Source: an optimization exercise on an open RTL-to-GDS flow (aim: small area, a short achievable clock period and few clock cycles per item). Production flows keep margins and buffers that such runs may drop.
RTL that was checked went through simulation tests only; none was proved equivalent to the original.

red:
==> flow/design.v <==
module gcd_coprocessor #( parameter W = 16 ) (
  input clk,
  input reset,
  input operands_val,
  input [W-1:0] operands_bits_A,
  input [W-1:0] operands_bits_B,
  output operands_rdy,
  output result_val,
  output [W-1:0] result_bits,
  input result_rdy
);
  function [3:0] ctz(input [W-1:0] v);
    integer i;
    begin
      ctz = 4'd0;
      for (i = W - 1; i >= 0; i = i - 1)
        if (v[i]) ctz = i;
    end
  endfunction
  reg [W-1:0] A, B;
  reg [3:0]   k;       
  reg         fin;     
  reg         busy;
  wire [W-1:0] xab = A ^ B;
  wire eq   = ~|xab;
  wire bz   = ~|B;
  wire kz   = (k == 4'd0);
  wire stop = eq | fin;
  wire done = busy & stop & kz;
  assign result_val   = done;
  assign result_bits  = A;
  assign operands_rdy = ~busy | (done & result_rdy);
  wire load = operands_val & operands_rdy;
  wire both_even = ~A[0] & ~B[0];
  wire         sub = B[0] | bz;
  wire [W:0]   d = {1'b0, A} - {1'b0, B};
  wire         neg = d[W];
  wire [W-1:0] y = sub ? xab : B;         
  wire [3:0]   s = both_even ? 4'd1 : ctz(y);
  wire [W-1:0] f = d[W-1:0] ^ {W{neg}};   
  wire [W-1:0] g = sub ? f : B;
  wire [W-1:0] bnext = (g >> s) | {{(W-1){1'b0}}, sub & neg};
  wire swap = B[0] & (~A[0] | ~neg);
  always @(posedge clk or posedge reset) begin
    if (reset) begin
      busy <= 1'b0;
    end else if (load) begin
      busy <= 1'b1;
    end else if (done & result_rdy) begin
      busy <= 1'b0;
    end
  end
  always @(posedge clk) begin
    if (load) begin
      A   <= operands_bits_A;
      B   <= operands_bits_B;
      k   <= 4'd0;
      fin <= 1'b0;
    end else if (busy) begin
      if (stop) begin
        if (!kz) begin
          A   <= A << 1;
          k   <= k - 4'd1;
          fin <= 1'b1;
        end
      end else begin
        if (both_even) begin
          A <= A >> 1;
          k <= k + 4'd1;
        end else if (swap) begin
          A <= B;
        end
        B <= bnext;
      end
    end
  end
endmodule
Settings: LEC_CHECK=0, CAP_MARGIN=20, CELL_PAD_IN_SITES_DETAIL_PLACEMENT=0, CELL_PAD_IN_SITES_GLOBAL_PLACEMENT=1, CORE_AREA=5 5 115 115, DIE_AREA=0 0 120 120, PLACE_DENSITY=0.5, SETUP_SLACK_MARGIN=1.0, SLEW_MARGIN=20, TNS_END_PERCENT=5; clock period 5.0 ns.
standard.sh (not shown) runs the stock make flow with config.mk's settings and CLKGATE_MAP_FILE= SYNTH_SCRIPT=/design/flow/synth_recipe.tcl, a recipe that flattens the netlist after the stock synthesis.
==> flow/flow/run.sh <==
#!/bin/bash
# The standard layout (the standard.sh on all ORFS steps), with the port
# buffers that global placement inserts made the smallest buffer cell
# (sky130_fd_sc_hd__buf_1) instead of the delay buffer buffer_ports picks by
# itself. Every input and output port still gets its own buffer.
set -euo pipefail
export BUFFER_PORTS_ARGS="-buffer_cell sky130_fd_sc_hd__buf_1"
bash standard.sh > run_standard.log 2>&1
> inputs changed (red -> blue)
--- a/flow/design.v
+++ b/flow/design.v
@@ -49,29 +49,32 @@
     end else if (done & result_rdy) begin
       busy <= 1'b0;
     end
   end
+  wire a_load = load;
+  wire a_shl  = ~load & busy & stop & ~kz;
+  wire a_shr  = ~load & busy & ~stop & both_even;
+  wire a_swp  = ~load & busy & ~stop & ~both_even & swap;
+  wire a_hold = ~(a_load | a_shl | a_shr | a_swp);
+  wire b_new  = ~load & busy & ~stop;
+  wire b_hold = ~(load | b_new);
+  wire [W-1:0] anext = ({W{a_load}} & operands_bits_A) | ({W{a_shl}} & (A << 1))
+                     | ({W{a_shr}} & (A >> 1)) | ({W{a_swp}} & B) | ({W{a_hold}} & A);
+  wire [W-1:0] bnext2 = ({W{load}} & operands_bits_B) | ({W{b_new}} & bnext) | ({W{b_hold}} & B);
   always @(posedge clk) begin
+    A <= anext;
+    B <= bnext2;
     if (load) begin
-      A   <= operands_bits_A;
-      B   <= operands_bits_B;
       k   <= 4'd0;
       fin <= 1'b0;
     end else if (busy) begin
       if (stop) begin
         if (!kz) begin
-          A   <= A << 1;
           k   <= k - 4'd1;
           fin <= 1'b1;
         end
-      end else begin
-        if (both_even) begin
-          A <= A >> 1;
-          k <= k + 4'd1;
-        end else if (swap) begin
-          A <= B;
-        end
-        B <= bnext;
+      end else if (both_even) begin
+        k <= k + 4'd1;
       end
     end
   end
 endmodule
### Flow results
Relative to red, the number of instances in the placed design of blue is lower by 2.4%.
Compared with red, in blue critical path depth went down by 5; maximum achievable frequency went down by 1.6 MHz; total of max-cap violations was more or less identical.
Delta (blue minus red): via count saw a decrease; clock period minus final worst setup slack saw an increase; total of cells resized after clock tree synthesis saw a decrease.
| routed wire length | blue vs red | 0.47% lower |
blue: flow completed, timing, DRC and antenna clean
Compared blue against red; global-route usage over all layers within noise.
Setup slack at placement up 0.23 ns in blue wrt red
Against red, blue comes in 0.02 ns higher on register-to-register slack.
Testbench counts of blue, summed over its fixed seeds: cycles 6,282, items 512.
The RTL of red was laid out without a check of its function.


## old
gcd_coprocessor, a different RTL version from the one above (not shown whole).
Size: about 38 flip-flops, about 54 I/O pins.
==> module gcd_coprocessor, before the edit <==
module gcd_coprocessor #( parameter W = 16 ) (
  input clk,
  input reset,
  input operands_val,
  input [W-1:0] operands_bits_A,
  input [W-1:0] operands_bits_B,
  output operands_rdy,
  output result_val,
  output [W-1:0] result_bits,
  input result_rdy
);
  function [3:0] ctz(input [W-1:0] v);
    integer i;
    begin
      ctz = 4'd0;
      for (i = W - 1; i >= 0; i = i - 1)
        if (v[i]) ctz = i;
    end
  endfunction
  reg [W-1:0] A, B;
  reg [3:0]   k;       
  reg         fin;     
  reg         busy;
  wire [W-1:0] xab = A ^ B;
  wire eq   = ~|xab;
  wire bz   = ~|B;
  wire kz   = (k == 4'd0);
  wire stop = eq | fin;
  wire done = busy & stop & kz;
  assign result_val   = done;
  assign result_bits  = A;
  assign operands_rdy = ~busy | (done & result_rdy);
  wire load = operands_val & operands_rdy;
  wire both_even = ~A[0] & ~B[0];
  wire         sub = B[0] | bz;
  wire [W:0]   d = {1'b0, A} - {1'b0, B};
  wire         neg = d[W];
  wire [W-1:0] y = sub ? xab : B;         
  wire [3:0]   tz = ctz(y);
  wire         big = tz[3];               
  wire [2:0]   s = both_even ? 3'd1 : (big ? 3'd7 : tz[2:0]);
  wire [W-1:0] f = d[W-1:0] ^ {W{neg}};   
  wire [W-1:0] g = sub ? f : B;
  wire [W-1:0] bnext = (g >> s) | {{(W-1){1'b0}}, sub & neg};
  wire flip = sub & neg & big;
  wire swap = B[0] & (~A[0] | ~neg | big);
  always @(posedge clk or posedge reset) begin
    if (reset) begin
      busy <= 1'b0;
    end else if (load) begin
      busy <= 1'b1;
    end else if (done & result_rdy) begin
      busy <= 1'b0;
    end
  end
  wire a_load = load;
  wire a_shl  = ~load & busy & stop & ~kz;
  wire a_shr  = ~load & busy & ~stop & both_even;
  wire a_swp  = ~load & busy & ~stop & ~both_even & swap;
  wire a_hold = ~(a_load | a_shl | a_shr | a_swp);
  wire b_new  = ~load & busy & ~stop;
  wire b_hold = ~(load | b_new);
  wire [W-1:0] anext = ({W{a_load}} & operands_bits_A) | ({W{a_shl}} & (A << 1))
                     | ({W{a_shr}} & (A >> 1)) | ({W{a_swp}} & B) | ({W{a_hold}} & A);
  wire [W-1:0] bnext2 = ({W{load}} & operands_bits_B) | ({W{b_new & ~flip}} & bnext)
                      | ({W{b_new & flip}} & A) | ({W{b_hold}} & B);
  wire k_dec = a_shl;
  wire k_inc = a_shr;
  wire [3:0] knext = ({4{k_dec}} & (k - 4'd1)) | ({4{k_inc}} & (k + 4'd1))
                   | ({4{~load & ~k_dec & ~k_inc}} & k);
  wire finnext = ~load & (fin | a_shl);
  always @(posedge clk) begin
    A <= anext;
    B <= bnext2;
    k   <= knext;
    fin <= finnext;
  end
endmodule
export LEC_CHECK = 0
export ABC_AREA = 1
export CAP_MARGIN = 20
export CELL_PAD_IN_SITES_DETAIL_PLACEMENT = 0
export CELL_PAD_IN_SITES_GLOBAL_PLACEMENT = 1
export CORE_AREA = 5 5 95 95
export DIE_AREA = 0 0 100 100
export PLACE_DENSITY = 0.85
export SETUP_SLACK_MARGIN = 1.5
export SLEW_MARGIN = 20
create_clock -name core_clock -period 5.0 [get_ports {clk}]
Scripts as last shown in full above: flow/flow/run.sh
> inputs changed (old -> new)
==> flow/design.v <==
module gcd_coprocessor #( parameter W = 16 ) (
  input clk,
  input reset,
  input operands_val,
  input [W-1:0] operands_bits_A,
  input [W-1:0] operands_bits_B,
  output operands_rdy,
  output result_val,
  output [W-1:0] result_bits,
  input result_rdy
);
  function [3:0] ctz(input [W-1:0] v);
    integer i;
    begin
      ctz = 4'd0;
      for (i = W - 1; i >= 0; i = i - 1)
        if (v[i]) ctz = i;
    end
  endfunction
  reg [W-1:0] A, B;
  reg [3:0]   k;       
  reg         fin;     
  reg         busy;
  wire [W-1:0] xab = A ^ B;
  wire eq   = ~|xab;
  wire bz   = ~|B;
  wire kz   = (k == 4'd0);
  wire stop = eq | fin;
  wire done = busy & stop & kz;
  assign result_val   = done;
  assign result_bits  = A;
  assign operands_rdy = ~busy | (done & result_rdy);
  wire load = operands_val & operands_rdy;
  wire both_even = ~A[0] & ~B[0];
  wire         sub = B[0] | bz;
  wire [W:0]   d = {1'b0, A} - {1'b0, B};
  wire         neg = d[W];
  wire [W-1:0] y = sub ? xab : B;         
  wire [3:0]   s = both_even ? 4'd1 : ctz(y);
  wire [W-1:0] f = d[W-1:0] ^ {W{neg}};   
  wire [W-1:0] g = sub ? f : B;
  wire [W-1:0] bnext = (g >> s) | {{(W-1){1'b0}}, sub & neg};
  wire swap = B[0] & (~A[0] | ~neg);
  always @(posedge clk or posedge reset) begin
    if (reset) begin
      busy <= 1'b0;
    end else if (load) begin
      busy <= 1'b1;
    end else if (done & result_rdy) begin
      busy <= 1'b0;
    end
  end
  wire a_load = load;
  wire a_shl  = ~load & stop & ~kz;
  wire a_shr  = ~load & ~stop & both_even;
  wire a_swp  = ~load & ~stop & ~both_even & swap;
  wire a_hold = ~(a_load | a_shl | a_shr | a_swp);
  wire [W-1:0] anext = ({W{a_load}} & operands_bits_A) | ({W{a_shl}} & (A << 1))
                     | ({W{a_shr}} & (A >> 1)) | ({W{a_swp}} & B) | ({W{a_hold}} & A);
  wire [W-1:0] bnext2 = ({W{load}} & operands_bits_B) | ({W{~load}} & bnext);
  wire k_dec = a_shl;
  wire k_inc = a_shr;
  wire [3:0] knext = ({4{k_dec}} & (k - 4'd1)) | ({4{k_inc}} & (k + 4'd1))
                   | ({4{~load & ~k_dec & ~k_inc}} & k);
  wire finnext = ~load & stop;
  always @(posedge clk) begin
    A <= anext;
    B <= bnext2;
    k   <= knext;
    fin <= finnext;
  end
endmodule
==> results.txt <==
- Per the comparison of new with old, detailed-routed wire length on met3 moved down, number of placed instances with taps included moved up.
- In new, post-detailed-routing wire length is lower than in old.
- Final cell area: new above old
- Setup slack (lower): old
- For the final standard cell utilization of the core, new came in 0.95 points higher than old did.
- new vs. old: slew at the pin with the worst max-slew slack has increased, worst hold margin has increased.
- Relative to old, non-clock buffer share of cell area has increased by 1.4 points in new.
- Sum of net half-perimeters after detailed placement delta (new − old): favourable
No run of this note included a check of the RTL's function; only the layout flow was run.

what the ideal ports hide:
How much do the figures lean on ideal ports? The routed layouts below were timed once more, with nothing changed but the port constraints. Step 1: set_driving_cell puts a clkbuf_16 on clk and a buf_2 on each other input, an assumption about the parent block. Step 2, shift: input delay + t, output delay - t, t = (earliest + latest rising clock arrival at the registers) / 2. This alone moves slack from input paths to output paths. Three values: ideal ports, drivers, drivers and shift; two values: the first two.
run	t (ns)	setup WS [ns]	worst hold slack (ns)	worst data-port slew with drivers (ns)
red	0.333	1.107 / 1.107 / 1.107	0.494 / 0.479 / 0.517	0.03
blue	0.335	1.084 / 1.041 / 1.126	0.499 / 0.477 / 0.505	0.03
old	0.333	1.627 / 1.594 / 1.662	0.493 / 0.488 / 0.541	0.04
new	0.323	1.691 / 1.657 / 1.731	0.506 / 0.497 / 0.534	0.04
After both steps every run listed still meets setup and hold.
